This design comes from an exercise in tuning for small area on the open sky130 flow, not from production work. RTL that was checked went through simulation tests only; none was proved equivalent to the original. For run 2, only the layout was checked, not whether the RTL still works. Power and IR drop assume default switching activity.

<file path="design.v">
module findNext(index, letter);
	input [3:0] index;
	output reg [6:0] letter;
	parameter H = 7'h76;
	parameter E = 7'h79;
	parameter L = 7'h38;
	parameter O = 7'h3F;
	parameter U = 7'h3E;
	parameter r = 7'h50;
	parameter d = 7'h5E;
	always @(*) begin
		case(index)
			0:letter = H;
			1:letter = E;
			2:letter = L;
			3:letter = L;
			4:letter = O;
			5:letter = 7'h0;
			6:letter = U;
			7:letter = U;
			8:letter = O;
			9:letter = r;
			10:letter = L;
			11: letter = d;
			12:letter = 7'h0;
			default:letter = 7'h0;
		endcase
	end
endmodule
module hw_scroll_fsm(reset, clock, max_count, hexs);
	input reset, clock;
	input [27:0] max_count;
	output reg [41:0] hexs;
	reg [4:0] pos;
	localparam [4:0] S0 = 5'd0;
	localparam [4:0] S1 = 5'd8;
	localparam [4:0] S2 = 5'd9;
	localparam [4:0] S3 = 5'd10;
	localparam [4:0] S4 = 5'd11;
	localparam [4:0] S5 = 5'd12;
	localparam [4:0] S6 = 5'd7;
	localparam [4:0] S7 = 5'd6;
	localparam [4:0] S8 = 5'd19;
	localparam [4:0] S9 = 5'd16;
	localparam [4:0] S10 = 5'd1;
	localparam [4:0] S11 = 5'd18;
	localparam [4:0] S12 = 5'd25;
	localparam [4:0] S13 = 5'd22;
	localparam [4:0] S14 = 5'd30;
	localparam [4:0] S15 = 5'd23;
	localparam [4:0] S16 = 5'd2;
	localparam [4:0] S17 = 5'd3;
	localparam [4:0] S18 = 5'd15;
	reg [28:0] timer;
	reg [4:0] pos_next;
	wire stall = &max_count;
	wire fire = (pos == S1) | (timer[28] & timer[1] & timer[0] & ~stall);
	always @(posedge clock, posedge reset) begin
		if (reset)
			pos <= S0;
		else if (fire | (pos == S0))
			pos <= pos_next;
	end
	wire [29:0] carry;
	assign carry[0] = 1'b1;
	genvar k;
	generate
		for (k = 0; k < 29; k = k + 1) begin : inc
			assign carry[k+1] = carry[k] & timer[k];
		end
	endgenerate
	always @(posedge clock) begin
		if (fire)
			timer <= {1'b0, ~max_count};
		else
			timer <= timer ^ carry[28:0];
	end
	always @(*) begin
		case (pos)
			S0: pos_next = S1;
			S1: pos_next = S2;
			S2: pos_next = S3;
			S3: pos_next = S4;
			S4: pos_next = S5;
			S5: pos_next = S6;
			S6: pos_next = S7;
			S7: pos_next = S8;
			S8: pos_next = S9;
			S9: pos_next = S10;
			S10: pos_next = S11;
			S11: pos_next = S12;
			S12: pos_next = S13;
			S13: pos_next = S14;
			S14: pos_next = S15;
			S15: pos_next = S16;
			S16: pos_next = S17;
			S17: pos_next = S18;
			S18: pos_next = S6;
			default: pos_next = {5{1'bx}};
		endcase
	end
	always @(*) begin
		case (pos)
			S0: hexs = 42'h3ffffffffff;
			S1: hexs = 42'h3ffffffffff;
			S2: hexs = 42'h3ffffffff89;
			S3: hexs = 42'h3ffffffc486;
			S4: hexs = 42'h3ffffe24347;
			S5: hexs = 42'h3fff121a3c7;
			S6: hexs = 42'h3f890d1e3c0;
			S7: hexs = 42'h04868f1e07f;
			S8: hexs = 42'h03478f03fc1;
			S9: hexs = 42'h23c781fe0c1;
			S10: hexs = 42'h23c0ff060c0;
			S11: hexs = 42'h207f830602f;
			S12: hexs = 42'h3fc183017c7;
			S13: hexs = 42'h20c180be3a1;
			S14: hexs = 42'h20c05f1d0ff;
			S15: hexs = 42'h202f8e87f89;
			S16: hexs = 42'h17c743fc486;
			S17: hexs = 42'h23a1fe24347;
			S18: hexs = 42'h10ff121a3c7;
			default: hexs = {42{1'bx}};
		endcase
	end
endmodule
</file>
<file path="flow/run.sh">
#!/bin/bash
# The standard ORFS layout (standard.sh) with these changes:
#  - synthesis maps the logic with ABC using each of the area scripts
#    flow/*.abc in place of ORFS's script and keeps the smallest result
#    (flow/my_synth.tcl is synth_recipe.tcl plus that substitution), without
#    ORFS's half/full-adder extraction (ADDER_MAP_FILE empty);
#  - the port buffers use the smallest buffer cell, sky130_fd_sc_hd__buf_1;
#  - CTS builds the tree from clkbuf_4 and inserts no dummy loads.
# Registers, their names and cell types are those of the standard synthesis.
set -euo pipefail
W=$(pwd)
export MY_ABC_SCRIPTS="$W/flow/s10.abc $W/flow/d1.abc $W/flow/d5.abc $W/flow/s14.abc"
bash standard.sh SYNTH_SCRIPT=$W/flow/my_synth.tcl ADDER_MAP_FILE= \
  BUFFER_PORTS_ARGS="-buffer_cell sky130_fd_sc_hd__buf_1" \
  CTS_ARGS="-sink_clustering_enable -repair_clock_nets -buf_list sky130_fd_sc_hd__clkbuf_4 -sink_clustering_size 50 -sink_clustering_max_diameter 200 -dont_use_dummy_load" \
  finish > standard_flow.log 2>&1
</file>
<file path="flow/d1.abc">
strash
&get -n
&deepsyn -T 60
&put
dch -f
map -a
mfs2
strash
dch -f
map -a
topo
</file>
<file path="flow/d5.abc">
strash
&get -n
&deepsyn -T 60 -S 7
&put
dch -f
map -a
mfs2
strash
dch -f
map -a
topo
</file>
<file path="flow/my_synth.tcl">
proc synth {args} { yosys synth -nofsm -noshare {*}$args }
# Run ABC with each of our own area-oriented scripts (MY_ABC_SCRIPTS) in
# place of ORFS's, and keep the mapping with the smallest cell area.
proc abc {args} {
  set i [lsearch -exact $args -script]
  set lib [lindex $args [expr {[lsearch -exact $args -liberty] + 1}]]
  yosys design -save my_pre_abc
  set best ""
  set best_area 1e30
  foreach s $::env(MY_ABC_SCRIPTS) {
    yosys design -load my_pre_abc
    yosys abc {*}[lreplace $args [expr {$i + 1}] [expr {$i + 1}] $s]
    set rpt [tee -q -s result.string stat -liberty $lib]
    if { [regexp {Chip area for module[^:]*:\s*([0-9.]+)} $rpt -> area] } {
      puts "ABC script $s: area $area"
      if { $area < $best_area } { set best_area $area; set best $s }
    }
  }
  puts "Using ABC script $best (area $best_area)"
  yosys design -load my_pre_abc
  yosys abc {*}[lreplace $args [expr {$i + 1}] [expr {$i + 1}] $best]
}
source $::env(SCRIPTS_DIR)/synth.tcl
# left out here: clear keep_hierarchy, flatten, clean up, hide names made inside functions, write 1_2_yosys.v
</file>
<file path="flow/s10.abc">
strash
balance -l; resub -K 6 -l; rewrite -l; resub -K 6 -N 2 -l; refactor -l; resub -K 8 -l; balance -l; resub -K 8 -N 2 -l; rewrite -l; resub -K 10 -l; rewrite -z -l; resub -K 10 -N 2 -l; balance -l; resub -K 12 -l; refactor -z -l; resub -K 12 -N 2 -l; rewrite -z -l; balance -l
balance -l; resub -K 6 -l; rewrite -l; resub -K 6 -N 2 -l; refactor -l; resub -K 8 -l; balance -l; resub -K 8 -N 2 -l; rewrite -l; resub -K 10 -l; rewrite -z -l; resub -K 10 -N 2 -l; balance -l; resub -K 12 -l; refactor -z -l; resub -K 12 -N 2 -l; rewrite -z -l; balance -l
dch -f
map -a
mfs2
strash
balance -l; resub -K 6 -l; rewrite -l; resub -K 6 -N 2 -l; refactor -l; resub -K 8 -l; balance -l; resub -K 8 -N 2 -l; rewrite -l; resub -K 10 -l; rewrite -z -l; resub -K 10 -N 2 -l; balance -l; resub -K 12 -l; refactor -z -l; resub -K 12 -N 2 -l; rewrite -z -l; balance -l
dch -f
map -a
topo
</file>
<file path="flow/s14.abc">
strash
balance -l; resub -K 6 -l; rewrite -l; resub -K 6 -N 2 -l; refactor -l; resub -K 8 -l; balance -l; resub -K 8 -N 2 -l; rewrite -l; resub -K 10 -l; rewrite -z -l; resub -K 10 -N 2 -l; balance -l; resub -K 12 -l; refactor -z -l; resub -K 12 -N 2 -l; rewrite -z -l; balance -l
balance -l; resub -K 6 -l; rewrite -l; resub -K 6 -N 2 -l; refactor -l; resub -K 8 -l; balance -l; resub -K 8 -N 2 -l; rewrite -l; resub -K 10 -l; rewrite -z -l; resub -K 10 -N 2 -l; balance -l; resub -K 12 -l; refactor -z -l; resub -K 12 -N 2 -l; rewrite -z -l; balance -l
dch -f
map -a
mfs2
strash
balance -l; resub -K 6 -l; rewrite -l; resub -K 6 -N 2 -l; refactor -l; resub -K 8 -l; balance -l; resub -K 8 -N 2 -l; rewrite -l; resub -K 10 -l; rewrite -z -l; resub -K 10 -N 2 -l; balance -l; resub -K 12 -l; refactor -z -l; resub -K 12 -N 2 -l; rewrite -z -l; balance -l
dch -f
map -a
mfs2
strash
dch -f
map -a
topo
</file>
<file path="standard.sh">
#!/bin/bash
# synth_recipe.tcl (not shown) runs the flow's synth.tcl, then flattens the netlist and writes it again
# the make line also repeats each setting of config.mk as NAME=value (left out here)
make -C /OpenROAD-flow-scripts/flow DESIGN_CONFIG=/design/flow/config.mk WORK_HOME=/design/flow/orfs CLKGATE_MAP_FILE= SYNTH_SCRIPT=/design/flow/synth_recipe.tcl "${@:-finish}"
</file>
<file path="config.mk">
export PLATFORM = sky130hd
export DESIGN_NAME = hw_scroll_fsm
export DESIGN_NICKNAME = hw_scroll_fsm
export VERILOG_FILES = /design/flow/design.v
export SDC_FILE = /design/flow/constraint.sdc
export NUM_CORES = 4
export LEC_CHECK = 0
export ABC_AREA = 1
export CAP_MARGIN = 20
export CORE_MARGIN = 2
export CORE_UTILIZATION = 40
export CTS_BUF_LIST = sky130_fd_sc_hd__clkbuf_4
export CTS_CLUSTER_DIAMETER = 200
export CTS_CLUSTER_SIZE = 50
export SLEW_MARGIN = 20
</file>
<file path="constraint.sdc">
create_clock -name core_clock -period 10.0 [get_ports {clock}]
set_input_delay 2.0000 -clock core_clock [delete_from_list [all_inputs] [get_ports {clock}]]
set_output_delay 2.0000 -clock core_clock [all_outputs]
set_load 0.01 [all_outputs]
</file>
==> results by group, run 1 <==
Run status
  – Status: complete, no violations

STA
  – Final setup vio count: 0
  – Final TNS setup: 0 ns
  – Min Clock Period, post-route: 7.23 ns
  – Setup WS post-layout: approximately 2.8 ns
  – Actual slew at the worst max-slew pin: 0.464 ns
  – Headroom to the max-slew limit: 69.1%
  – Setup Skew: ~0.029 ns
  – Final period util: 72.3%
  – RSZ-0062 raised after global routing: no
  – Hold Slack: 0.461 ns
  – Slew Limit Fails: 0
  – Hold Vio Cnt, Final: 0
  – Fmax: 0.138 GHz

Critical path
  – Max incr delay on CP: 0.54 ns
  – Max stage delay cell, worst path: dfrtp_1
  – Worst Path Required: 8.00 ns
  – Reg2Reg Setup Slack: 4.95 ns
  – Worst EP arrival: approximately 5.2 ns
  – Startpoint types: flop
  – CP Max Fanout: 8
  – Crit path capture type: output port
  – WS Path Type: reg -> out

Global routing
  – Congestion Overflow GR: 0
  – Vias in the first global route: 1861
  – Busiest grt layer: met2
  – GR Util met1: 23.7%
  – Met2 Usage GRT: a little under a third
  – Met3 usage: 4.53%
  – Initial antenna violation count: 0
  – Largest net degree at the start of global routing: 54
  – GRT Total Usage: a little under a fifth
  – Global-route wire length before repair: 8.00 mm

Logic synthesis
  – Area contributors post-synth: dfxtp_1 30%, nor2_1 13%, nand2_1 12%
  – Top-area cell type share of the netlist area: 29.8%
  – Ys Warns: 1
  – Cell taking the most area after synthesis: dfxtp_1
  – Number of flops mapped to enable cells by yosys: 0
  – Most common cell in the netlist: nor2_1
  – Syn Nets: 346
  – Syn_area_per_cell: 6.16 sq um
  – Seq cells post-synth: 34
  – Post-synthesis instance area: 0.00195 sq mm
  – Top cells by count, synth: 65 x nor2_1, 64 x nand2_1, 58 x clkinv_1, 29 x dfxtp_1, 24 x o21ai_0
  – Synth cell types: 21
  – Sequential area share after synthesis: 36.2%
  – Cell count after synthesis: 316
  – Async set-reset flop share out of synthesis: 14.7%
  – Top_reg_cell synth: dfxtp_1

Clock network
  – CTS tree: yes
  – PostCTS Resize Cnt: 0
  – Reg clk slew, reported paths: around 0.11 ns
  – H-tree depth: 2
  – Post-CTS Setup Bufs: 0
  – CTS Root Buffer Type: clkbuf_4
  – Clk latency of the worst-skew pair: 0.33 ns
  – Hold-fix buffers at CTS: 0
  – Maximum buffer depth of the clock tree: 2
  – Clk sink count: 34
  – TritonCTS Buffers: 5

Final layout
  – Share of layout cells above drive strength 1: 2.58%
  – Register area: 706 sq um
  – Final Cell Area: 0.00231 sq mm
  – Area grow syn2layout: 18.6%
  – Layout fillers: approximately 480
  – NumNets Final: approximately 420
  – Final Util: 48.9%
  – Fin cells: 454
  – Multi-input gate area: just under 0.001 sq mm
  – Antenna diodes: 0

Pwr
  – Max VDD drop: ~0.068 mV
  – Pwr dens: about 90 mW/mm^2
  – Total Power: 209 uW
  – Leak pwr: 0.951 nW

Die
  – # rows: 25
  – Die area: between 0.005 and 0.006 sq mm
  – Die Height: 73.8 microns
  – Core area: around 0.0047 sq mm
  – Die W: 73.8 microns
  – Initial Utilization: 41.2%
  – # IOs: 72

Route
  – Pre-Repair DR Iteration Count: 5
  – DR DRC count: 0
  – Post-Route WL: 4.81 mm
  – Post-DR wirelength/cell: 10.6 microns
  – Vias: between 2000 and 2500
  – DR iter-0 viols: about 170
  – Vias/cell: 4.82
  – Final ANT Viol Nets: 0

Run
  – Maximum Capacitance Violations: 0

Worst hold path
  – Hold Path Class: reg -> reg

Placement
  – Post-DP HPWL: 3.78 mm
  – Routability congestion estimate: 0.986
  – Pre-CTS WS: 3.30 ns
  – Port Buf Inserts: 71
  – Placed cells: 449
  – Placement Cell Area: 0.00227 sq mm
[worst paths after layout]
check	startpoint	endpoint	cells past startpoint
setup / recovery	pos[3]	hexs[6]	29
hold / removal	timer[28]	timer[28]	1
setup reg to reg	timer[0]	timer[28]	42
hold reg to reg	timer[28]	timer[28]	1
max in group asynchronous	reset	pos[4]	2
min in group asynchronous	reset	pos[3]	2
[sequential cells by signal, indices dropped and copies added (netlist names)]
name and count:
pos 5, timer 29
[per-layer routing]
metal / wire, microns / vias up
li1: - / 1160
met1: 2230 / 943
met2: 2230 / 69
met3: 235 / 15
met4: 110 / 0
met5: 0 / -
[report_power, final]
| part | switching [mW] | internal [mW] | total, mW |
|---|---|---|---|
| clock network | 0.0429 | 0.0235 | 0.0664 |
| registers | 0 | 0.136 | 0.136 |
| logic | 0.00377 | 0.00285 | 0.00661 |
| total | 0.0467 | 0.162 | 0.209 |
[cell usage in the layout (no fill, tap or decap), drive strengths merged, types with 2 or more instances in the layout]
cell type  instances
buf               72
nor2              65
nand2             64
clkinv            58
dfxtp             29
o21ai             24
a21oi             15
nand3             14
o22ai             13
nand4              7
nor3               5
clkbuf             5
dfrtp              5
a31oi              2
or2                2
[layout make-up]
| cell class | instances | area share, % |
|---|---|---|
| Clock buffer | 5 | 1.63 |
| Timing Repair Buffer | 72 | 11.9 |
| Multi-Input combinational cell | 218 | 42.9 |
| Sequential cell | 34 | 30.6 |
| Inverter | 58 | 9.43 |
| Tap cell | 67 | 3.63 |
[cells by family (layout without fill, tap and decap cells)]
group,count (synthesis),in the layout,synth area share [%]
buffers and inverters,64,135,13.5
AND/OR/NAND/NOR,158,158,33.0
flip-flops,34,34,36.2
AO/OA/AOI/OAI,60,60,17.3
[worst max-delay path: cells and delay by family (launching register included)]
kind / cells / cell delay, ns
DFF: 1 / 0.54
and+or+nand+nor: 15 / 2.24
AOI/OAI and AO/OA: 6 / 1.01
buffers and inverters: 8 / 1.10
==> inputs of run 2 (changes only) <==
--- a/design.v
+++ b/design.v
@@ -31,17 +31,69 @@
 	input reset, clock;
 	input [27:0] max_count;
+	output [41:0] hexs;
+	reg [4:0] pos;
+	wire [4:0] pos_d;
+	wire in_s1;
+	wire fire;
+	hw_scroll_decode dec(.pos(pos), .fire(fire), .pos_d(pos_d), .in_s1(in_s1), .hexs(hexs));
+	localparam [28:0] TPOL = 29'h0aaaaaaa;
+	reg [28:0] tq;
+	wire [28:0] timer = tq ^ TPOL;
+	wire stall = &max_count;
+	assign fire = in_s1 | (timer[28] & timer[1] & timer[0] & ~stall);
+	always @(posedge clock, posedge reset) begin
+		if (reset)
+			pos <= 5'd0;
+		else
+			pos <= pos_d;
+	end
+	wire [28:0] tq_next;
+	wire [28:0] cc;       
+	assign tq_next[0] = fire ? ~max_count[0] : ~tq[0];
+	assign cc[1] = ~tq[0];
+	genvar k;
+	generate
+		for (k = 1; k < 28; k = k + 1) begin : inc
+			if (k % 2 == 0) begin : e
+				timer_even b(.t(tq[k]), .c(cc[k]), .load(fire), .m(max_count[k]), .d(tq_next[k]), .cn(cc[k+1]));
+			end else begin : o
+				timer_odd b(.u(tq[k]), .cn(cc[k]), .load(fire), .m(max_count[k]), .du(tq_next[k]), .c(cc[k+1]));
+			end
+		end
+	endgenerate
+	assign tq_next[28] = ~fire & (tq[28] | cc[28]);
+	always @(posedge clock)
+		tq <= tq_next;
+endmodule
+module timer_even(t, c, load, m, d, cn);
+	input t, c, load, m;
+	output d, cn;
+	assign d = load ? ~m : t ^ c;
+	assign cn = ~(t & c);
+endmodule
+module timer_odd(u, cn, load, m, du, c);
+	input u, cn, load, m;
+	output du, c;
+	assign du = load ? m : ~(u ^ cn);
+	assign c = ~(u | cn);
+endmodule
+module hw_scroll_decode(pos, fire, pos_d, in_s1, hexs);
+	input [4:0] pos;
+	input fire;
+	output [4:0] pos_d;
+	output in_s1;
 	output reg [41:0] hexs;
-	reg [4:0] pos;
+	reg [4:0] pos_next;
 	localparam [4:0] S0 = 5'd0;
 	localparam [4:0] S1 = 5'd8;
 	localparam [4:0] S2 = 5'd9;
-	localparam [4:0] S3 = 5'd10;
-	localparam [4:0] S4 = 5'd11;
-	localparam [4:0] S5 = 5'd12;
+	localparam [4:0] S3 = 5'd11;
+	localparam [4:0] S4 = 5'd10;
+	localparam [4:0] S5 = 5'd15;
 	localparam [4:0] S6 = 5'd7;
-	localparam [4:0] S7 = 5'd6;
+	localparam [4:0] S7 = 5'd28;
 	localparam [4:0] S8 = 5'd19;
 	localparam [4:0] S9 = 5'd16;
-	localparam [4:0] S10 = 5'd1;
+	localparam [4:0] S10 = 5'd31;
 	localparam [4:0] S11 = 5'd18;
 	localparam [4:0] S12 = 5'd25;
@@ -51,29 +103,7 @@
 	localparam [4:0] S16 = 5'd2;
 	localparam [4:0] S17 = 5'd3;
-	localparam [4:0] S18 = 5'd15;
-	reg [28:0] timer;
-	reg [4:0] pos_next;
-	wire stall = &max_count;
-	wire fire = (pos == S1) | (timer[28] & timer[1] & timer[0] & ~stall);
-	always @(posedge clock, posedge reset) begin
-		if (reset)
-			pos <= S0;
-		else if (fire | (pos == S0))
-			pos <= pos_next;
-	end
-	wire [29:0] carry;
-	assign carry[0] = 1'b1;
-	genvar k;
-	generate
-		for (k = 0; k < 29; k = k + 1) begin : inc
-			assign carry[k+1] = carry[k] & timer[k];
-		end
-	endgenerate
-	always @(posedge clock) begin
-		if (fire)
-			timer <= {1'b0, ~max_count};
-		else
-			timer <= timer ^ carry[28:0];
-	end
+	localparam [4:0] S18 = 5'd12;
+	assign in_s1 = (pos == S1);
+	assign pos_d = (fire | (pos == S0)) ? pos_next : pos;
 	always @(*) begin
 		case (pos)
--- a/config.mk
+++ b/config.mk
@@ -14,2 +14,3 @@
 export CTS_CLUSTER_SIZE = 50
 export SLEW_MARGIN = 20
+export SYNTH_HIERARCHICAL = 1
==> results by group, run 2 <==
Run status
  – Status: complete, no violations

Clock network
  – Hold-fix buffers at CTS: 0 (unchanged)
  – Clk latency of the worst-skew pair: 0.32 ns (about the same)
  – Reg clk slew, reported paths: 0.07 ns (-0.04 ns)
  – CTS Root Buffer Type: clkbuf_4
  – CTS tree: yes
  – Post-CTS Setup Bufs: 0 (unchanged)
  – PostCTS Resize Cnt: 0 (unchanged)
  – H-tree depth: 2 (unchanged)
  – Maximum buffer depth of the clock tree: 2 (unchanged)
  – TritonCTS Buffers: 5 (unchanged)
  – Clk sink count: 34 (unchanged)

Route
  – Pre-Repair DR Iteration Count: 4 (-1)
  – Vias/cell: 5.07 (+5.2%)
  – DR DRC count: 0 (unchanged)
  – Post-Route WL: 4.62 mm (-4.0%)
  – Final ANT Viol Nets: 0 (unchanged)
  – Post-DR wirelength/cell: 11.2 microns (+5.6%)
  – Vias: 2092 (-4.3%)
  – DR iter-0 viols: 232 (+41%)

STA
  – Headroom to the max-slew limit: 67.3% (-1.8 points)
  – RSZ-0062 raised after global routing: no
  – Hold Vio Cnt, Final: 0 (unchanged)
  – Fmax: 0.156 GHz (+13%)
  – Actual slew at the worst max-slew pin: 0.491 ns (+0.0263 ns)
  – Final period util: 64.2% (-8.1 points)
  – Slew Limit Fails: 0 (unchanged)
  – Final TNS setup: 0 ns (unchanged)
  – Setup Skew: 0.0186 ns (-0.0102 ns)
  – Min Clock Period, post-route: 6.42 ns (-0.810 ns)
  – Setup WS post-layout: 3.58 ns (+0.810 ns)
  – Final setup vio count: 0 (unchanged)

Pwr
  – Total Power: 288 uW (+38%)
  – Max VDD drop: 0.0855 mV (+25%)
  – Int Power: 212 uW (+31%)
  – Sequential share of power: 60.9% (-4.1 points)
  – Clock share of power: 22.1% (-9.7 points)
  – Switching part of the total: 26.2% (+3.8 points)
  – Logic gate share of total power: 17.0% (+14 points)
  – Pwr dens: 127 mW/mm^2 (+41%)
  – Leak pwr: 0.795 nW (-16%)
  – Psw: 75.3 uW (+61%)

Die
  – Initial Utilization: 41.1% (-0.072 points)
  – Die W: 73.5 microns (-0.39%)
  – Die area: 0.00540 sq mm (-0.78%)
  – Core area: 0.00469 sq mm (-0.66%)
  – # IOs: 72 (unchanged)
  – Die Height: 73.5 microns (-0.39%)
  – # rows: 25 (unchanged)

Logic synthesis
  – Async set-reset flop share out of synthesis: 14.7% (unchanged)
  – Top_reg_cell synth: dfxtp_1
  – Seq cells post-synth: 34 (unchanged)
  – Top-area cell type share of the netlist area: 30.1% (+0.25 points)
  – Top cells by count, synth: 59 x nor2_1, 40 x nand2_1, 35 x a21oi_1, 33 x clkinv_1, 29 x dfxtp_1
  – Number of flops mapped to enable cells by yosys: 0 (unchanged)
  – Sequential area share after synthesis: 36.6% (+0.31 points)
  – Most common cell in the netlist: nor2_1
  – Synth cell types: 20 (-4.8%)
  – Syn Nets: 318 (-8.1%)
  – Cell count after synthesis: 288 (-8.9%)
  – Ys Warns: 8 (+7)
  – Syn_area_per_cell: 6.70 sq um (+8.8%)
  – Post-synthesis instance area: 0.00193 sq mm (-0.84%)
  – Area contributors post-synth: dfxtp_1 30%, nor2_1 11%, a21oi_1 9.1%
  – Cell taking the most area after synthesis: dfxtp_1

Final layout
  – Largest register FFs: 29 (unchanged)
  – Area grow syn2layout: 17.3%
  – Leading cell type in the layout, fill and taps excluded: buf_1
  – Commonest cells after routing, fill and taps aside: 71 x buf_1, 59 x nor2_1, 40 x nand2_1, 35 x a21oi_1, 33 x clkinv_1
  – Reg with most FFs: tq
  – Final Cell Area: 0.00226 sq mm (-1.9%)
  – NumNets Final: 391 (-6.7%)
  – Fin cells: 413 (-9.0%)
  – Share of layout cells above drive strength 1: 6.41% (+3.8 points)
  – Top Registers: tq: 29 flops, pos: 5 flops
  – Multi-input gate area: 0.00106 sq mm (+6.7%)
  – Layout fillers: 528 (+9.5%)
  – Register area: 706 sq um (unchanged)
  – Antenna diodes: 0 (unchanged)

Global routing
  – Vias in the first global route: 1831 (-1.6%)
  – Initial antenna violation count: 0 (unchanged)
  – Congestion Overflow GR: 0 (unchanged)
  – GRT Total Usage: 18.4% (-0.23 points)
  – Largest net degree at the start of global routing: 58 (+7.4%)
  – Global-route wire length before repair: 7.80 mm (-2.4%)

Critical path
  – CP Launch Point: pos[2]
  – Crit path capture type: output port
  – Max stage delay cell, worst path: dfrtp_1
  – Max incr delay on CP: 0.53 ns (about the same)
  – Worst reg2reg startpoint: tq[0]
  – Most frequent CP cell: nor2_1
  – Startpoint types: flop
  – WS Path Type: reg -> out
  – Worst EP arrival: 4.42 ns (-0.81 ns)
  – Worst Path Required: 8.00 ns (about the same)
  – CP Max Fanout: 10 (+2)
  – Buf/Inv on CP: 10 (+2)
  – Delay-heaviest family, CP: simple AND/OR/NAND/NOR gates

Placement
  – Port Buf Inserts: 71 (unchanged)
  – Placement Cell Area: 0.00223 sq mm (-1.9%)
  – Pre-CTS WS: 4.05 ns (+0.752 ns)
  – Routability congestion estimate: 1.03 (+4.4%)
  – Placed cells: 408 (-9.1%)
  – Post-DP HPWL: 3.66 mm (-3.2%)

Worst hold path
  – Hold Path Class: reg -> reg
  – Hold path start: tq[28]

Run
  – Maximum Capacitance Violations: 0 (unchanged)
[run 2: cell types whose count changed in the layout (fill, tap and decap cells not counted), sizes merged, moves of 2 or more]
cell,previous run,this run
or2,2,16
nor2,65,59
xor2,0,14
a21oi,15,35
nand2,64,40
clkinv,58,33
nand3,14,3
o22ai,13,3
nor3,5,7
o21ai,24,22
[run 2: Yosys stat by module (local to each module, per instance)]
module	cells	flops+latches	copies in the design	cell area, sq um
hw_scroll_fsm	52	34	1	801
hw_scroll_decode	128	0	1	572
timer_odd	4	0	14	21.3
timer_even	4	0	13	20.0
[run 2: per-stage QoR]
step	utilization (%)	hold WS (ns)
after CTS	48.3	0.482
after global routing	48.3	0.527
after floorplan	-	0.450
after detailed placement	47.5	0.471
final	48.3	0.479
after global placement	47.5	0.463
[run 2: path summary, 6_finish.rpt]
path	to	cells past startpoint	slack [ns]
min in group asynchronous	pos[0]	2	1.50
setup / recovery	hexs[1]	29	3.58
max in group asynchronous	pos[2]	2	8.34
setup reg to reg	tq[27]	29	5.83
hold reg to reg	tq[28]	2	0.48
hold / removal	tq[28]	2	0.48
[run 2: worst min-delay path: stages, from the launching register on]
cell and delay, ns:
dfxtp_1 0.32, nor2_1 0.08, nor2_1 0.05
[run 2: power groups by stage]
stage	clock, mW	combinational (mW)	sequential, mW
3_5_place_dp	0	0.0490	0.178
6_report	0.0636	0.0489	0.175
5_1_grt	0.0726	0.0584	0.179
2_1_floorplan	0	0.0384	0.176
3_3_place_gp	0	0.0482	0.177
4_1_cts	0.0678	0.0496	0.175
[run 2: layout make-up]
cell class                      count  area share (%)
Clock buffer                        5            1.66
Inverter                           33            5.47
Multi-Input combinational cell    215            46.6
Sequential cell                    34            31.2
Tap cell                           54            2.98
Timing Repair Buffer               72            12.1
[run 2: cells by family after synthesis]
logic type,count (synthesis),synth area share [%]
buffers and inverters,39,8.75
flip-flops,34,36.6
AND/OR/NAND/NOR,135,30.3
XOR/XNOR,14,6.35
AO/OA/AOI/OAI,66,18.1
[run 2: routing by layer]
layer,global-route usage [%],share of wire [%]
met2,29.5,48
met5,0,0
met3,4.39,6.6
met1,24.2,45
met4,6.06,1.1
==> inputs of run 3 (changes only) <==
--- a/design.v
+++ b/design.v
@@ -1,31 +1,2 @@
-module findNext(index, letter);
-	input [3:0] index;
-	output reg [6:0] letter;
-	parameter H = 7'h76;
-	parameter E = 7'h79;
-	parameter L = 7'h38;
-	parameter O = 7'h3F;
-	parameter U = 7'h3E;
-	parameter r = 7'h50;
-	parameter d = 7'h5E;
-	always @(*) begin
-		case(index)
-			0:letter = H;
-			1:letter = E;
-			2:letter = L;
-			3:letter = L;
-			4:letter = O;
-			5:letter = 7'h0;
-			6:letter = U;
-			7:letter = U;
-			8:letter = O;
-			9:letter = r;
-			10:letter = L;
-			11: letter = d;
-			12:letter = 7'h0;
-			default:letter = 7'h0;
-		endcase
-	end
-endmodule
 module hw_scroll_fsm(reset, clock, max_count, hexs);
 	input reset, clock;
@@ -56,5 +27,5 @@
 		for (k = 1; k < 28; k = k + 1) begin : inc
 			if (k % 2 == 0) begin : e
-				timer_even b(.t(tq[k]), .c(cc[k]), .load(fire), .m(max_count[k]), .d(tq_next[k]), .cn(cc[k+1]));
+				timer_even b(.t(tq[k]), .c(cc[k]), .load_n(~fire), .m(max_count[k]), .d(tq_next[k]), .cn(cc[k+1]));
 			end else begin : o
 				timer_odd b(.u(tq[k]), .cn(cc[k]), .load(fire), .m(max_count[k]), .du(tq_next[k]), .c(cc[k+1]));
@@ -66,8 +37,8 @@
 		tq <= tq_next;
 endmodule
-module timer_even(t, c, load, m, d, cn);
-	input t, c, load, m;
+module timer_even(t, c, load_n, m, d, cn);
+	input t, c, load_n, m;
 	output d, cn;
-	assign d = load ? ~m : t ^ c;
+	assign d = load_n ? t ^ c : ~m;
 	assign cn = ~(t & c);
 endmodule
@@ -86,21 +57,21 @@
 	reg [4:0] pos_next;
 	localparam [4:0] S0 = 5'd0;
-	localparam [4:0] S1 = 5'd8;
-	localparam [4:0] S2 = 5'd9;
-	localparam [4:0] S3 = 5'd11;
+	localparam [4:0] S1 = 5'd9;
+	localparam [4:0] S2 = 5'd8;
+	localparam [4:0] S3 = 5'd26;
 	localparam [4:0] S4 = 5'd10;
 	localparam [4:0] S5 = 5'd15;
 	localparam [4:0] S6 = 5'd7;
-	localparam [4:0] S7 = 5'd28;
-	localparam [4:0] S8 = 5'd19;
-	localparam [4:0] S9 = 5'd16;
+	localparam [4:0] S7 = 5'd30;
+	localparam [4:0] S8 = 5'd16;
+	localparam [4:0] S9 = 5'd19;
 	localparam [4:0] S10 = 5'd31;
-	localparam [4:0] S11 = 5'd18;
+	localparam [4:0] S11 = 5'd4;
 	localparam [4:0] S12 = 5'd25;
 	localparam [4:0] S13 = 5'd22;
-	localparam [4:0] S14 = 5'd30;
-	localparam [4:0] S15 = 5'd23;
-	localparam [4:0] S16 = 5'd2;
-	localparam [4:0] S17 = 5'd3;
+	localparam [4:0] S14 = 5'd29;
+	localparam [4:0] S15 = 5'd20;
+	localparam [4:0] S16 = 5'd3;
+	localparam [4:0] S17 = 5'd11;
 	localparam [4:0] S18 = 5'd12;
 	assign in_s1 = (pos == S1);
--- a/flow/run.sh
+++ b/flow/run.sh
@@ -10,5 +10,5 @@
 set -euo pipefail
 W=$(pwd)
-export MY_ABC_SCRIPTS="$W/flow/s10.abc $W/flow/d1.abc $W/flow/d5.abc $W/flow/s14.abc"
+export MY_ABC_SCRIPTS="$W/flow/s10.abc $W/flow/d1h.abc $W/flow/d5h.abc $W/flow/s14.abc"
 bash standard.sh SYNTH_SCRIPT=$W/flow/my_synth.tcl ADDER_MAP_FILE= \
   BUFFER_PORTS_ARGS="-buffer_cell sky130_fd_sc_hd__buf_1" \
==> flow/d1h.abc (new file) <==
strash
&get -n
&deepsyn -T 20
&put
dch -f
map -a
mfs2
strash
dch -f
map -a
topo
==> flow/d5h.abc (new file) <==
strash
&get -n
&deepsyn -T 20 -S 7
&put
dch -f
map -a
mfs2
strash
dch -f
map -a
topo
--- a/flow/my_synth.tcl
+++ b/flow/my_synth.tcl
@@ -12,5 +12,6 @@
     yosys abc {*}[lreplace $args [expr {$i + 1}] [expr {$i + 1}] $s]
     set rpt [tee -q -s result.string stat -liberty $lib]
-    if { [regexp {Chip area for module[^:]*:\s*([0-9.]+)} $rpt -> area] } {
+    if { [regexp {Chip area for top module[^:]*:\s*([0-9.]+)} $rpt -> area] ||
+         [regexp {Chip area for module[^:]*:\s*([0-9.]+)} $rpt -> area] } {
       puts "ABC script $s: area $area"
       if { $area < $best_area } { set best_area $area; set best $s }
removed: flow/d1.abc
removed: flow/d5.abc
==> results by group, run 3 <==
Final layout
  – NumNets Final: 382 (-2.3%)
  – Layout fillers: 489 (-7.4%)
  – Share of layout cells above drive strength 1: 1.71% (-4.7 points)
  – Fin cells: 402 (-2.7%)
  – Leading cell type in the layout, fill and taps excluded: buf_1
  – Largest register FFs: 29 (unchanged)
  – Commonest cells after routing, fill and taps aside: 71 x buf_1, 60 x nor2_1, 58 x nand2_1, 30 x o21ai_0, 29 x dfxtp_1
  – Final Cell Area: 0.00220 sq mm (-2.7%)
  – Area grow syn2layout: 17.2% (about the same)
  – Antenna diodes: 0 (unchanged)
  – Reg with most FFs: tq
  – Top Registers: tq: 29 flops, pos: 5 flops

Clock network
  – H-tree depth: 2 (unchanged)
  – Hold-fix buffers at CTS: 0 (unchanged)
  – PostCTS Resize Cnt: 0 (unchanged)
  – Clk sink count: 34 (unchanged)
  – Clk latency of the worst-skew pair: 0.34 ns (+0.02 ns)
  – Reg clk slew, reported paths: 0.11 ns (+0.04 ns)
  – Post-CTS Setup Bufs: 0 (unchanged)
  – Maximum buffer depth of the clock tree: 2 (unchanged)
  – CTS tree: yes
  – TritonCTS Buffers: 5 (unchanged)
  – CTS Root Buffer Type: clkbuf_4

Route
  – Post-DR wirelength/cell: 12.6 microns (+12%)
  – DR DRC count: 0 (unchanged)
  – Vias: 2078 (-0.67%)
  – Vias/cell: 5.17 (+2.0%)
  – Final ANT Viol Nets: 0 (unchanged)
  – Pre-Repair DR Iteration Count: 4 (unchanged)
  – DR iter-0 viols: 125 (-46%)
  – Post-Route WL: 5.05 mm (+9.4%)

Placement
  – Port Buf Inserts: 71 (unchanged)
  – Placement Cell Area: 0.00217 sq mm (-2.8%)
  – Placed cells: 397 (-2.7%)
  – Routability congestion estimate: 1.03 (+0.48%)
  – Post-DP HPWL: 3.90 mm (+6.6%)

Logic synthesis
  – Syn_area_per_cell: 6.71 sq um (+0.12%)
  – Post-synthesis instance area: 0.00188 sq mm (-2.7%)
  – Seq cells post-synth: 34 (unchanged)
  – Async set-reset flop share out of synthesis: 14.7% (unchanged)
  – Sequential area share after synthesis: 37.5% (+1.0 points)
  – Synth cell types: 20 (unchanged)
  – Cell taking the most area after synthesis: dfxtp_1
  – Syn Nets: 310 (-2.5%)
  – Ys Warns: 8 (unchanged)
  – Number of flops mapped to enable cells by yosys: 0 (unchanged)
  – Top_reg_cell synth: dfxtp_1
  – Top-area cell type share of the netlist area: 30.9% (+0.82 points)
  – Top cells by count, synth: 60 x nor2_1, 58 x nand2_1, 30 x o21ai_0, 29 x dfxtp_1, 21 x clkinv_1
  – Cell count after synthesis: 280 (-2.8%)
  – Most common cell in the netlist: nor2_1
  – Area contributors post-synth: dfxtp_1 31%, nor2_1 12%, nand2_1 12%

STA
  – Actual slew at the worst max-slew pin: 0.952 ns (+0.461 ns)
  – Hold Vio Cnt, Final: 0 (unchanged)
  – Final TNS setup: 0 ns (unchanged)
  – RSZ-0062 raised after global routing: no
  – Final setup vio count: 0 (unchanged)
  – Headroom to the max-slew limit: 36.4% (-31 points)
  – Min Clock Period, post-route: 5.40 ns (-1.02 ns)
  – Fmax: 0.185 GHz (+19%)
  – Hold Slack: 0.503 ns (+0.0240 ns)
  – Slew Limit Fails: 0 (unchanged)
  – Setup Skew: 0.0254 ns (+0.00671 ns)
  – Final period util: 54.0% (-10 points)

Worst hold path
  – Hold EP: tq[28]
  – Hold path start: tq[28]
  – Hold depth: 2 (unchanged)
  – Hold Path Class: reg -> reg

Global routing
  – Largest net degree at the start of global routing: 35 (-40%)
  – Congestion Overflow GR: 0 (unchanged)
  – GRT Total Usage: 20.5% (+2.2 points)
  – Vias in the first global route: 1941 (+6.0%)
  – Initial antenna violation count: 0 (unchanged)
  – Global-route wire length before repair: 8.67 mm (+11%)

Critical path
  – Worst Path Required: 8.00 ns (about the same)
  – Worst R2R Path Depth: 29 (unchanged)
  – R2r endpoint: tq[27]
  – Buf/Inv on CP: 4 (-6)
  – Reg2Reg Setup Slack: 5.62 ns (-0.21 ns)
  – Crit path capture type: output port
  – Worst EP arrival: 3.40 ns (-1.02 ns)
  – WS Path Type: reg -> out
  – Worst reg2reg startpoint: tq[0]
  – Startpoint types: flop
  – Most frequent CP cell: nor2_1
  – Crit-path cells: clkinv_1, nor2_1, nor2_1, nor2_1, a21oi_1, nor2_1, clkinv_1, nor2_1, o21ai_0, nor2_1, clkinv_1, a21oi_1, nor3_1, a211oi_1, buf_1
  – Max stage delay cell, worst path: dfrtp_1
  – Delay-heaviest family, CP: simple AND/OR/NAND/NOR gates
  – CP Max Fanout: 10 (unchanged)
  – Max incr delay on CP: 0.55 ns (+0.02 ns)

Die
  – Core area: 0.00444 sq mm (-5.3%)
  – Die W: 72.5 microns (-1.3%)
  – # IOs: 72 (unchanged)
  – Initial Utilization: 42.3% (+1.1 points)
  – # rows: 24 (-4.0%)
  – Die area: 0.00526 sq mm (-2.5%)
  – Die Height: 72.5 microns (-1.3%)

Run
  – Maximum Capacitance Violations: 0 (unchanged)

Pwr
  – Leak pwr: 0.844 nW (+6.2%)
  – Max VDD drop: 0.0809 mV (-5.4%)
  – Pwr dens: 171 mW/mm^2 (+35%)

Run status
  – Status: complete, no violations
-- run 3: cell types whose count changed in the layout (fill, tap and decap cells not counted), moves of 2 or more --
cell,change
o22ai_1,+13
nor3_1,-2
clkinv_1,-12
nand2_1,+18
or2_2,-15
o21ai_0,+8
a21oi_1,-19
-- run 3: where the power goes --
group / internal (mW) / leakage (nW) / switching (mW)
logic: 0.0416 / 0.512 / 0.0402
registers: 0.198 / 0.309 / 0.0322
clock network: 0.0235 / 0.0230 / 0.0424
total: 0.263 / 0.844 / 0.115
-- run 3: tightest hold or removal path, stage by stage, from the launching register on --
cell and delay, ns:
dfxtp_1 0.33, nor2_1 0.09, nor2_1 0.05
-- run 3: worst max path at each step --
stage          cells past startpoint        to    from  slack, ns
3_5_place_dp                      15  hexs[39]  pos[2]       4.97
6_report                          15  hexs[39]  pos[2]       4.60
4_1_cts                           15  hexs[39]  pos[2]       4.62
2_1_floorplan                     14  hexs[30]  pos[3]       5.06
5_1_grt                           15  hexs[39]  pos[2]       4.13
3_3_place_gp                      15  hexs[39]  pos[2]       4.98
-- run 3: logic make-up after synthesis --
kind of cell | count (synthesis) | share of synthesized area [%]
XOR/XNOR | 14 | 6.52
AO/OA/AOI/OAI | 69 | 20.4
flip-flops | 34 | 37.6
AND/OR/NAND/NOR | 136 | 29.0
buffers and inverters | 27 | 6.59
-- run 3: cell type report --
type                            instances  area [sq um]  share of cell area, %
Inverter                               21          78.8                   3.58
Sequential cell                        34           706                   32.0
Multi-Input combinational cell        219          1050                   47.6
Timing Repair Buffer                   71           267                   12.1
Clock buffer                            5          37.5                   1.70
Tap cell                               52          65.1                   2.95
-- run 3: modules after synthesis (local to each module, per instance) --
module | times used | cells inside
hw_scroll_decode | 1 | 117
timer_even | 13 | 4
timer_odd | 14 | 4
hw_scroll_fsm | 1 | 55
-- run 3: per-stage QoR --
stage	power, mW	utilization, %	worst slack, ns
floorplan	0.293	-	5.06
global placement	0.311	48.7	4.98
detailed placement	0.315	48.7	4.97
CTS	0.381	49.6	4.62
global route	0.412	49.6	4.13
finish	0.378	49.6	4.60
-- run 3: routing by layer --
metal | routed length [microns] | GRT usage, %
met1 | 2330 | 27.2
met2 | 2390 | 34.5
met3 | 276 | 3.75
met4 | 53 | 4.94
met5 | 0 | 0
==> inputs of run 4 (changes only) <==
--- a/design.v
+++ b/design.v
@@ -68,5 +68,5 @@
 	localparam [4:0] S10 = 5'd31;
 	localparam [4:0] S11 = 5'd4;
-	localparam [4:0] S12 = 5'd25;
+	localparam [4:0] S12 = 5'd24;
 	localparam [4:0] S13 = 5'd22;
 	localparam [4:0] S14 = 5'd29;
==> flow/run.sh (replaced) <==
#!/bin/bash
# The standard ORFS layout (standard.sh) with these changes:
#  - synthesis maps the logic with ABC module by module, trying each of the
#    area scripts flow/*.abc in place of ORFS's script and keeping the
#    smallest mapping of each module (flow/my_synth.tcl is synth_recipe.tcl
#    plus that substitution); the state decoder also gets the slower
#    &deepsyn scripts. ORFS's half/full-adder extraction is off
#    (ADDER_MAP_FILE empty);
#  - the port buffers use the smallest buffer cell, sky130_fd_sc_hd__buf_1;
#  - CTS builds the tree from clkbuf_4 and inserts no dummy loads.
# Registers, their names and cell types are those of the standard synthesis.
set -euo pipefail
W=$(pwd)
F=$W/flow
export MY_ABC_DEFAULT="$F/s10.abc $F/s14.abc"
export MY_ABC_PLAN="hw_scroll_decode $F/s10.abc $F/s14.abc $F/s16.abc $F/dT120S1.abc $F/dT120S3.abc $F/dT120S5.abc $F/dT120S6.abc"
bash standard.sh SYNTH_SCRIPT=$F/my_synth.tcl ADDER_MAP_FILE= \
  BUFFER_PORTS_ARGS="-buffer_cell sky130_fd_sc_hd__buf_1" \
  CTS_ARGS="-sink_clustering_enable -repair_clock_nets -buf_list sky130_fd_sc_hd__clkbuf_4 -sink_clustering_size 50 -sink_clustering_max_diameter 200 -dont_use_dummy_load" \
  finish > standard_flow.log 2>&1
==> flow/dT120S1.abc (new file) <==
strash
&get -n
&deepsyn -T 120 -S 1
&put
dch -f
map -a
mfs2
strash
dch -f
map -a
topo
==> flow/dT120S3.abc (new file) <==
strash
&get -n
&deepsyn -T 120 -S 3
&put
dch -f
map -a
mfs2
strash
dch -f
map -a
topo
==> flow/dT120S5.abc (new file) <==
strash
&get -n
&deepsyn -T 120 -S 5
&put
dch -f
map -a
mfs2
strash
dch -f
map -a
topo
==> flow/dT120S6.abc (new file) <==
strash
&get -n
&deepsyn -T 120 -S 6
&put
dch -f
map -a
mfs2
strash
dch -f
map -a
topo
==> flow/my_synth.tcl (replaced) <==
proc synth {args} { yosys synth -nofsm -noshare {*}$args }
# Map the logic with ABC module by module: for each module, try each of our
# own area-oriented ABC scripts in place of ORFS's script and keep the
# mapping with the smallest cell area. MY_ABC_PLAN lists "module scripts..."
# entries separated by ";"; modules it does not name use MY_ABC_DEFAULT.
proc my_module_area { lib mod } {
  set rpt [tee -q -s result.string stat -liberty $lib $mod]
  if { [regexp {Chip area for module[^:]*:\s*([0-9.]+)} $rpt -> area] } { return $area }
  return 1e30
}
proc abc {args} {
  set i [lsearch -exact $args -script]
  set lib [lindex $args [expr {[lsearch -exact $args -liberty] + 1}]]
  set plan [dict create]
  foreach entry [split $::env(MY_ABC_PLAN) ";"] {
    set entry [string trim $entry]
    if { $entry ne "" } { dict set plan [lindex $entry 0] [lrange $entry 1 end] }
  }
  set mods [list]
  foreach line [split [tee -q -s result.string select -list =A:top %n] "\n"] { }
  foreach m [split [tee -q -s result.string ls] "\n"] {
    set m [string trim $m]
    if { $m ne "" && ![string match "*modules*" $m] } { lappend mods [string trimleft $m "\\"] }
  }
  puts "ABC per module over: $mods"
  foreach m $mods {
    if { [dict exists $plan $m] } { set scripts [dict get $plan $m] } else { set scripts $::env(MY_ABC_DEFAULT) }
    yosys design -save my_abc_before
    set best_area 1e30
    foreach s $scripts {
      yosys design -load my_abc_before
      yosys abc {*}[lreplace $args [expr {$i + 1}] [expr {$i + 1}] $s] $m
      set area [my_module_area $lib $m]
      puts "ABC module $m script $s: area $area"
      if { $area < $best_area } { set best_area $area; yosys design -save my_abc_best }
    }
    yosys design -load my_abc_best
    puts "ABC module $m: kept area $best_area"
  }
}
source $::env(SCRIPTS_DIR)/synth.tcl
# left out here: clear keep_hierarchy, flatten, clean up, hide names made inside functions, write 1_2_yosys.v
==> flow/s16.abc (new file) <==
strash
balance -l; resub -K 6 -l; rewrite -l; resub -K 6 -N 2 -l; refactor -l; resub -K 8 -l; balance -l; resub -K 8 -N 2 -l; rewrite -l; resub -K 10 -l; rewrite -z -l; resub -K 10 -N 2 -l; balance -l; resub -K 12 -l; refactor -z -l; resub -K 12 -N 2 -l; rewrite -z -l; balance -l
dch -f
map -a
mfs2 -a
strash
dch -f
map -a
mfs2 -a
strash
dch -f
map -a
topo
removed: flow/d1h.abc
removed: flow/d5h.abc
==> results by group, run 4 <==
Run status
  – Status: complete, no violations

Logic synthesis
  – Most common cell in the netlist: nand2_1
  – Post-synthesis instance area: 0.00187 sq mm (-0.53%)
  – Async set-reset flop share out of synthesis: 14.7% (unchanged)
  – Syn Nets: 309 (-0.32%)
  – Cell count after synthesis: 279 (-0.36%)
  – Top-area cell type share of the netlist area: 31.1% (+0.17 points)
  – Number of flops mapped to enable cells by yosys: 0 (unchanged)
  – Area contributors post-synth: dfxtp_1 31%, nand2_1 13%, nor2_1 11%
  – Seq cells post-synth: 34 (unchanged)
  – Top cells by count, synth: 64 x nand2_1, 55 x nor2_1, 29 x dfxtp_1, 29 x o21ai_0, 25 x clkinv_1
  – Ys Warns: 8 (unchanged)
  – Synth cell types: 19 (-5.0%)
  – Syn_area_per_cell: 6.70 sq um (-0.18%)
  – Cell taking the most area after synthesis: dfxtp_1
  – Top_reg_cell synth: dfxtp_1
  – Sequential area share after synthesis: 37.8% (+0.20 points)

Worst hold path
  – Hold path start: tq[28]
  – Hold Path Class: reg -> reg

Global routing
  – Global-route wire length before repair: 8.15 mm (-6.0%)
  – Vias in the first global route: 1889 (-2.7%)
  – GRT Total Usage: 19.9% (-0.65 points)
  – Congestion Overflow GR: 0 (unchanged)
  – Initial antenna violation count: 0 (unchanged)
  – Largest net degree at the start of global routing: 36 (+2.9%)

Clock network
  – CTS Root Buffer Type: clkbuf_4
  – Reg clk slew, reported paths: 0.10 ns (about the same)
  – CTS tree: yes
  – Maximum buffer depth of the clock tree: 2 (unchanged)
  – Hold-fix buffers at CTS: 0 (unchanged)
  – PostCTS Resize Cnt: 0 (unchanged)
  – TritonCTS Buffers: 5 (unchanged)
  – Clk sink count: 34 (unchanged)
  – H-tree depth: 2 (unchanged)
  – Clk latency of the worst-skew pair: 0.33 ns (about the same)
  – Post-CTS Setup Bufs: 0 (unchanged)

Critical path
  – Worst EP arrival: 2.85 ns (-0.55 ns)
  – Max incr delay on CP: 0.51 ns (-0.04 ns)
  – Crit path capture type: output port
  – Startpoint types: flop
  – Crit-path cells: clkinv_1, nor2_1, o21ai_0, or2_2, a21oi_1, nor2_1, nand2_1, nor2_1, a21oi_1, o22ai_1, buf_1
  – CP Max Fanout: 9 (-1)
  – Worst Path Required: 8.00 ns (about the same)
  – CP Launch Point: pos[3]
  – Most frequent CP cell: nor2_1
  – Max stage delay cell, worst path: dfrtp_1
  – Buf/Inv on CP: 2 (-2)
  – Worst reg2reg startpoint: tq[0]
  – Delay-heaviest family, CP: simple AND/OR/NAND/NOR gates
  – WS Path Type: reg -> out

Placement
  – Post-DP HPWL: 3.91 mm (+0.25%)
  – Routability congestion estimate: 0.984 (-4.8%)
  – Port Buf Inserts: 71 (unchanged)

Die
  – Die W: 72.4 microns (-0.26%)
  – Die Height: 72.4 microns (-0.26%)
  – # IOs: 72 (unchanged)
  – # rows: 24 (unchanged)
  – Die area: 0.00524 sq mm (-0.51%)
  – Initial Utilization: 42.3% (+0.061 points)
  – Core area: 0.00441 sq mm (-0.68%)

Final layout
  – Final Util: 49.9% (+0.37 points)
  – Share of layout cells above drive strength 1: 2.29% (+0.57 points)
  – Area grow syn2layout: 17.9%
  – Leading cell type in the layout, fill and taps excluded: buf_1
  – Top Registers: tq: 29 flops, pos: 5 flops
  – Commonest cells after routing, fill and taps aside: 71 x buf_1, 64 x nand2_1, 55 x nor2_1, 29 x o21ai_0, 29 x dfxtp_1
  – Antenna diodes: 0 (unchanged)
  – NumNets Final: 382 (unchanged)
  – Reg with most FFs: tq
  – Largest register FFs: 29 (unchanged)

STA
  – Final TNS setup: 0 ns (unchanged)
  – Hold Vio Cnt, Final: 0 (unchanged)
  – Actual slew at the worst max-slew pin: 0.798 ns (-0.154 ns)
  – Slew Limit Fails: 0 (unchanged)
  – Fmax: 0.206 GHz (+11%)
  – Headroom to the max-slew limit: 46.5% (+10 points)
  – Setup Skew: 0.0228 ns (-0.00255 ns)
  – RSZ-0062 raised after global routing: no
  – Min Clock Period, post-route: 4.85 ns (-0.554 ns)
  – Final period util: 48.5% (-5.5 points)
  – Final setup vio count: 0 (unchanged)

Pwr
  – Logic gate share of total power: 14.3% (-7.4 points)
  – Pwr dens: 127 mW/mm^2 (-26%)
  – Switching part of the total: 26.7% (-3.7 points)
  – Int Power: 206 uW (-22%)
  – Max VDD drop: 0.0751 mV (-7.1%)
  – Clock share of power: 22.6% (+5.2 points)
  – Leak pwr: 0.860 nW (+1.8%)
  – Psw: 74.8 uW (-35%)
  – Sequential share of power: 63.0% (+2.1 points)

Route
  – DR iter-0 viols: 173 (+38%)
  – Vias: 2113 (+1.7%)
  – Vias/cell: 5.26 (+1.7%)
  – Pre-Repair DR Iteration Count: 5 (+1)
  – DR DRC count: 0 (unchanged)
  – Post-Route WL: 4.93 mm (-2.5%)
  – Post-DR wirelength/cell: 12.3 microns (-2.5%)
  – Final ANT Viol Nets: 0 (unchanged)

Run
  – Maximum Capacitance Violations: 0 (unchanged)
==> run 4: cell types whose count changed after synthesis, sizes merged, moves of 2 or more <==
cell | previous run | this run
nor2 | 60 | 55
nor3 | 5 | 0
o22ai | 16 | 18
nand2 | 58 | 64
nand3 | 4 | 6
a22oi | 0 | 2
clkinv | 21 | 25
a21oi | 16 | 12
a211oi | 2 | 0
==> run 4: worst reg2reg max path, delay by kind of cell, from the launching register on <==
kind | cells | cell delay (ns)
buffers and inverters | 1 | 0.12
AND/OR/NAND/NOR | 26 | 3.55
flip-flops | 1 | 0.34
AO/OA/AOI/OAI | 1 | 0.14
XOR/XNOR | 1 | 0.17
==> run 4: layout make-up <==
cell class	count	area, sq um
Multi-Input combinational cell	214	1030
Fill cell	464	2210
Clock buffer	5	37.5
Inverter	25	93.8
Sequential cell	34	706
Tap cell	52	65.1
Timing Repair Buffer	72	274
==> run 4: per-layer routing <==
layer  track usage [%]  wire, microns  up-vias
met3              5.69            456       17
met1              23.6           2100      914
met4              10.9            125        0
met2              32.2           2240      104
li1                  -              -     1078
met5                 0              0        -
==> run 4: path summary, 6_finish.rpt <==
check / depth (start not counted) / end / slack (ns)
max: 11 / hexs[3] / 5.15
min in group asynchronous: 2 / pos[3] / 1.50
min reg2reg: 2 / tq[28] / 0.48
max in group asynchronous: 2 / pos[2] / 8.35
min: 2 / tq[28] / 0.48
max reg2reg: 29 / tq[27] / 5.61
==> run 4: logic make-up after synthesis <==
kind of cell | Yosys count | share of synthesized area, %
compound gates | 66 | 19.7
xor+xnor | 14 | 6.56
buf+inv | 31 | 7.43
flops | 34 | 37.8
simple gates | 134 | 28.5
==> run 4: power groups by stage <==
stage,clock (mW),combinational (mW),sequential [mW]
6_report,0.0635,0.0402,0.177
5_1_grt,0.0743,0.0470,0.181
4_1_cts,0.0677,0.0411,0.177
3_5_place_dp,0,0.0407,0.180
3_3_place_gp,0,0.0402,0.179
2_1_floorplan,0,0.0295,0.177
==> run 4: metrics by stage <==
step | worst slack (ns) | cells | cell area (sq um) | total power, mW | hold slack [ns]
2_1_floorplan | 4.78 | 279 | 1870 | 0.207 | 0.449
3_3_place_gp | 5.48 | 397 | 2170 | 0.220 | 0.471
3_5_place_dp | 5.49 | 397 | 2170 | 0.220 | 0.468
4_1_cts | 5.23 | 402 | 2200 | 0.285 | 0.486
5_1_grt | 4.83 | 402 | 2200 | 0.302 | 0.519
6_report | 5.15 | 402 | 2200 | 0.280 | 0.483
==> run 4: modules after synthesis, one instance, submodules excluded <==
module,flops+latches,area (sq um),copies in the design,cells
hw_scroll_decode,0,537,1,116
hw_scroll_fsm,34,807,1,55
timer_even,0,17.5,13,4
timer_odd,0,21.3,14,4
==> inputs of run 5 (changes only) <==
--- a/flow/run.sh
+++ b/flow/run.sh
@@ -14,7 +14,7 @@
 F=$W/flow
 export MY_ABC_DEFAULT="$F/s10.abc $F/s14.abc"
-export MY_ABC_PLAN="hw_scroll_decode $F/s10.abc $F/s14.abc $F/s16.abc $F/dT120S1.abc $F/dT120S3.abc $F/dT120S5.abc $F/dT120S6.abc"
+export MY_ABC_PLAN=""
 bash standard.sh SYNTH_SCRIPT=$F/my_synth.tcl ADDER_MAP_FILE= \
   BUFFER_PORTS_ARGS="-buffer_cell sky130_fd_sc_hd__buf_1" \
-  CTS_ARGS="-sink_clustering_enable -repair_clock_nets -buf_list sky130_fd_sc_hd__clkbuf_4 -sink_clustering_size 50 -sink_clustering_max_diameter 200 -dont_use_dummy_load" \
+  CTS_ARGS="-sink_clustering_enable -repair_clock_nets -buf_list sky130_fd_sc_hd__clkbuf_4 -sink_clustering_size 20 -sink_clustering_max_diameter 300 -dont_use_dummy_load" \
   finish > standard_flow.log 2>&1
==> results by group, run 5 <==
Logic synthesis
  – Number of flops mapped to enable cells by yosys: 0 (unchanged)
  – Syn_area_per_cell: 6.70 sq um (unchanged)
  – Area contributors post-synth: dfxtp_1 31%, nand2_1 13%, nor2_1 11%
  – Cell taking the most area after synthesis: dfxtp_1
  – Top cells by count, synth: 64 x nand2_1, 55 x nor2_1, 29 x dfxtp_1, 29 x o21ai_0, 25 x clkinv_1
  – Ys Warns: 8 (unchanged)
  – Async set-reset flop share out of synthesis: 14.7% (unchanged)
  – Synth cell types: 19 (unchanged)
  – Sequential area share after synthesis: 37.8% (unchanged)
  – Cell count after synthesis: 279 (unchanged)
  – Top-area cell type share of the netlist area: 31.1% (unchanged)
  – Seq cells post-synth: 34 (unchanged)
  – Top_reg_cell synth: dfxtp_1
  – Post-synthesis instance area: 0.00187 sq mm (unchanged)
  – Syn Nets: 309 (unchanged)
  – Most common cell in the netlist: nand2_1

Final layout
  – Largest register FFs: 29 (unchanged)
  – NumNets Final: 382 (unchanged)
  – Antenna diodes: 0 (unchanged)
  – Leading cell type in the layout, fill and taps excluded: buf_1
  – Reg with most FFs: tq
  – Share of layout cells above drive strength 1: 2.29% (unchanged)
  – Top Registers: tq: 29 flops, pos: 5 flops
  – Commonest cells after routing, fill and taps aside: 71 x buf_1, 64 x nand2_1, 55 x nor2_1, 29 x o21ai_0, 29 x dfxtp_1
  – Fin cells: 402 (unchanged)
  – Area grow syn2layout: 17.9% (unchanged)

STA
  – Actual slew at the worst max-slew pin: 0.798 ns (unchanged)
  – Setup Skew: 0.0228 ns (unchanged)
  – Setup WS post-layout: 5.15 ns (unchanged)
  – Final period util: 48.5% (unchanged)
  – Fmax: 0.206 GHz (unchanged)
  – Min Clock Period, post-route: 4.85 ns (unchanged)
  – Final TNS setup: 0 ns (unchanged)
  – Hold Vio Cnt, Final: 0 (unchanged)
  – RSZ-0062 raised after global routing: no
  – Slew Limit Fails: 0 (unchanged)
  – Final setup vio count: 0 (unchanged)
  – Headroom to the max-slew limit: 46.5% (unchanged)

Clock network
  – Clk latency of the worst-skew pair: 0.33 ns (about the same)
  – Maximum buffer depth of the clock tree: 2 (unchanged)
  – PostCTS Resize Cnt: 0 (unchanged)
  – Post-CTS Setup Bufs: 0 (unchanged)
  – CTS Root Buffer Type: clkbuf_4
  – CTS tree: yes
  – Hold-fix buffers at CTS: 0 (unchanged)
  – TritonCTS Buffers: 5 (unchanged)
  – H-tree depth: 2 (unchanged)
  – Clk sink count: 34 (unchanged)
  – Reg clk slew, reported paths: 0.10 ns (about the same)

Critical path
  – Crit path capture type: output port
  – CP Launch Point: pos[3]
  – WS Path Type: reg -> out
  – CP Max Fanout: 9 (unchanged)
  – Worst Path Required: 8.00 ns (about the same)
  – Worst EP arrival: 2.85 ns (about the same)
  – Startpoint types: flop
  – Worst reg2reg startpoint: tq[0]

Die
  – Die Height: 72.4 microns (unchanged)
  – Initial Utilization: 42.3% (unchanged)
  – # IOs: 72 (unchanged)
  – # rows: 24 (unchanged)
  – Die area: 0.00524 sq mm (unchanged)
  – Die W: 72.4 microns (unchanged)
  – Core area: 0.00441 sq mm (unchanged)

Placement
  – Post-DP HPWL: 3.91 mm (unchanged)
  – Pre-CTS WS: 5.49 ns (unchanged)
  – Port Buf Inserts: 71 (unchanged)
  – Routability congestion estimate: 0.984 (unchanged)
  – Placed cells: 397 (unchanged)

Global routing
  – Vias in the first global route: 1889 (unchanged)
  – Initial antenna violation count: 0 (unchanged)
  – Global-route wire length before repair: 8.15 mm (unchanged)
  – GRT Total Usage: 19.9% (unchanged)
  – Largest net degree at the start of global routing: 36 (unchanged)
  – Congestion Overflow GR: 0 (unchanged)

Route
  – Vias/cell: 5.26 (unchanged)
  – Post-DR wirelength/cell: 12.3 microns (unchanged)
  – Final ANT Viol Nets: 0 (unchanged)
  – Post-Route WL: 4.93 mm (unchanged)
  – Pre-Repair DR Iteration Count: 5 (unchanged)
  – Vias: 2113 (unchanged)
  – DR iter-0 viols: 173 (unchanged)
  – DR DRC count: 0 (unchanged)

Pwr
  – Leak pwr: 0.860 nW (unchanged)
  – Pwr dens: 127 mW/mm^2 (unchanged)
  – Max VDD drop: 0.0751 mV (unchanged)
  – Total Power: 280 uW (unchanged)

Worst hold path
  – Hold Path Class: reg -> reg
  – Hold path start: tq[28]

Run status
  – Status: complete, no violations

Run
  – Maximum Capacitance Violations: 0 (unchanged)
==> run 5: cells by family (layout without fill, tap and decap cells) <==
group / count (synthesis) / count (layout) / share of synthesized area (%)
xor gates and xnor gates: 14 / 14 / 6.56
DFF: 34 / 34 / 37.8
buffers and inverters: 31 / 102 / 7.43
AOI/OAI and AO/OA: 66 / 66 / 19.7
and+or+nand+nor: 134 / 134 / 28.5
==> run 5: report_power, final <==
part / leakage (nW) / total, mW / switching [mW] / internal (mW)
Combinational: 0.533 / 0.0402 / 0.0202 / 0.0200
Clock: 0.0230 / 0.0635 / 0.0400 / 0.0235
Sequential: 0.304 / 0.177 / 0.0146 / 0.162
==> run 5: layout make-up <==
class                           count  area, sq um
Clock buffer                        5         37.5
Fill cell                         464         2210
Inverter                           25         93.8
Multi-Input combinational cell    214         1030
Sequential cell                    34          706
Tap cell                           52         65.1
Timing Repair Buffer               72          274
==> run 5: worst max-delay path, cell delays in order (launching register included) <==
cell and delay [ns]:
dfrtp_1 0.51, clkinv_1 0.21, nor2_1 0.25, o21ai_0 0.20
or2_2 0.38, a21oi_1 0.22, nor2_1 0.07, nand2_1 0.10
nor2_1 0.07, a21oi_1 0.26, o22ai_1 0.11, buf_1 0.15
==> run 5: per-module statistics from Yosys (local to each module, per instance) <==
| module | area, sq um | times used | cells | flops+latches |
|---|---|---|---|---|
| hw_scroll_fsm | 807 | 1 | 55 | 34 |
| hw_scroll_decode | 537 | 1 | 116 | 0 |
| timer_odd | 21.3 | 14 | 4 | 0 |
| timer_even | 17.5 | 13 | 4 | 0 |
==> run 5: stage by stage <==
| stage | utilization (%) | area [sq um] | hold WS (ns) |
|---|---|---|---|
| floorplan | - | 1870 | 0.449 |
| CTS | 49.9 | 2200 | 0.486 |
| global placement | 49.1 | 2170 | 0.471 |
| finish | 49.9 | 2200 | 0.483 |
| global route | 49.9 | 2200 | 0.519 |
| detailed placement | 49.1 | 2170 | 0.468 |
==> run 5: final timing paths <==
check / endpoint / slack [ns] / cells past startpoint
worst max-delay path: hexs[3] / 5.15 / 11
worst min-delay path: tq[28] / 0.48 / 2
worst max register to register: tq[27] / 5.61 / 29
worst min register to register: tq[28] / 0.48 / 2
max in group asynchronous: pos[2] / 8.35 / 2
min in group asynchronous: pos[3] / 1.50 / 2
==> run 5: per-layer routing <==
| metal | vias to the layer above | GRT usage, % | wire length (microns) |
|---|---|---|---|
| li1 | 1078 | - | - |
| met1 | 914 | 23.6 | 2100 |
| met2 | 104 | 32.2 | 2240 |
| met3 | 17 | 5.69 | 456 |
| met4 | 0 | 10.9 | 125 |
| met5 | - | 0 | 0 |

[port drivers added, routing unchanged]
The flow's constraints put no driver on any port. The routed layouts listed below were extracted and timed again, unchanged, in two steps.
Step 1 (the two cells are an assumption about what drives the block):
set clk [get_ports {clock}]
set_driving_cell -lib_cell sky130_fd_sc_hd__clkbuf_16 $clk
set_driving_cell -lib_cell sky130_fd_sc_hd__buf_2 [delete_from_list [all_inputs] $clk]
Step 2 also shifts input and output timing later by t, the mid clock arrival at the registers, as if the neighbouring blocks saw the same clock.
Three values: no drivers, after step 1, after step 2; two values: the first two.
run | shift t [ns] | slack for setup (ns) | clock arrival spread, ns | worst data-port slew with drivers (ns)
run 1 | 0.344 | 2.767 / 2.745 / 3.088 | 0.029 / 0.029 | 0.03
run 2 | 0.339 | 3.578 / 3.554 / 3.893 | 0.018 / 0.019 | 0.03
run 3 | 0.350 | 4.598 / 4.575 / 4.925 | 0.025 / 0.026 | 0.03
run 4 | 0.344 | 5.151 / 5.128 / 5.472 | 0.023 / 0.023 | 0.03
run 5 | 0.344 | 5.151 / 5.128 / 5.472 | 0.023 / 0.023 | 0.03
After both steps every run listed still meets setup and hold.
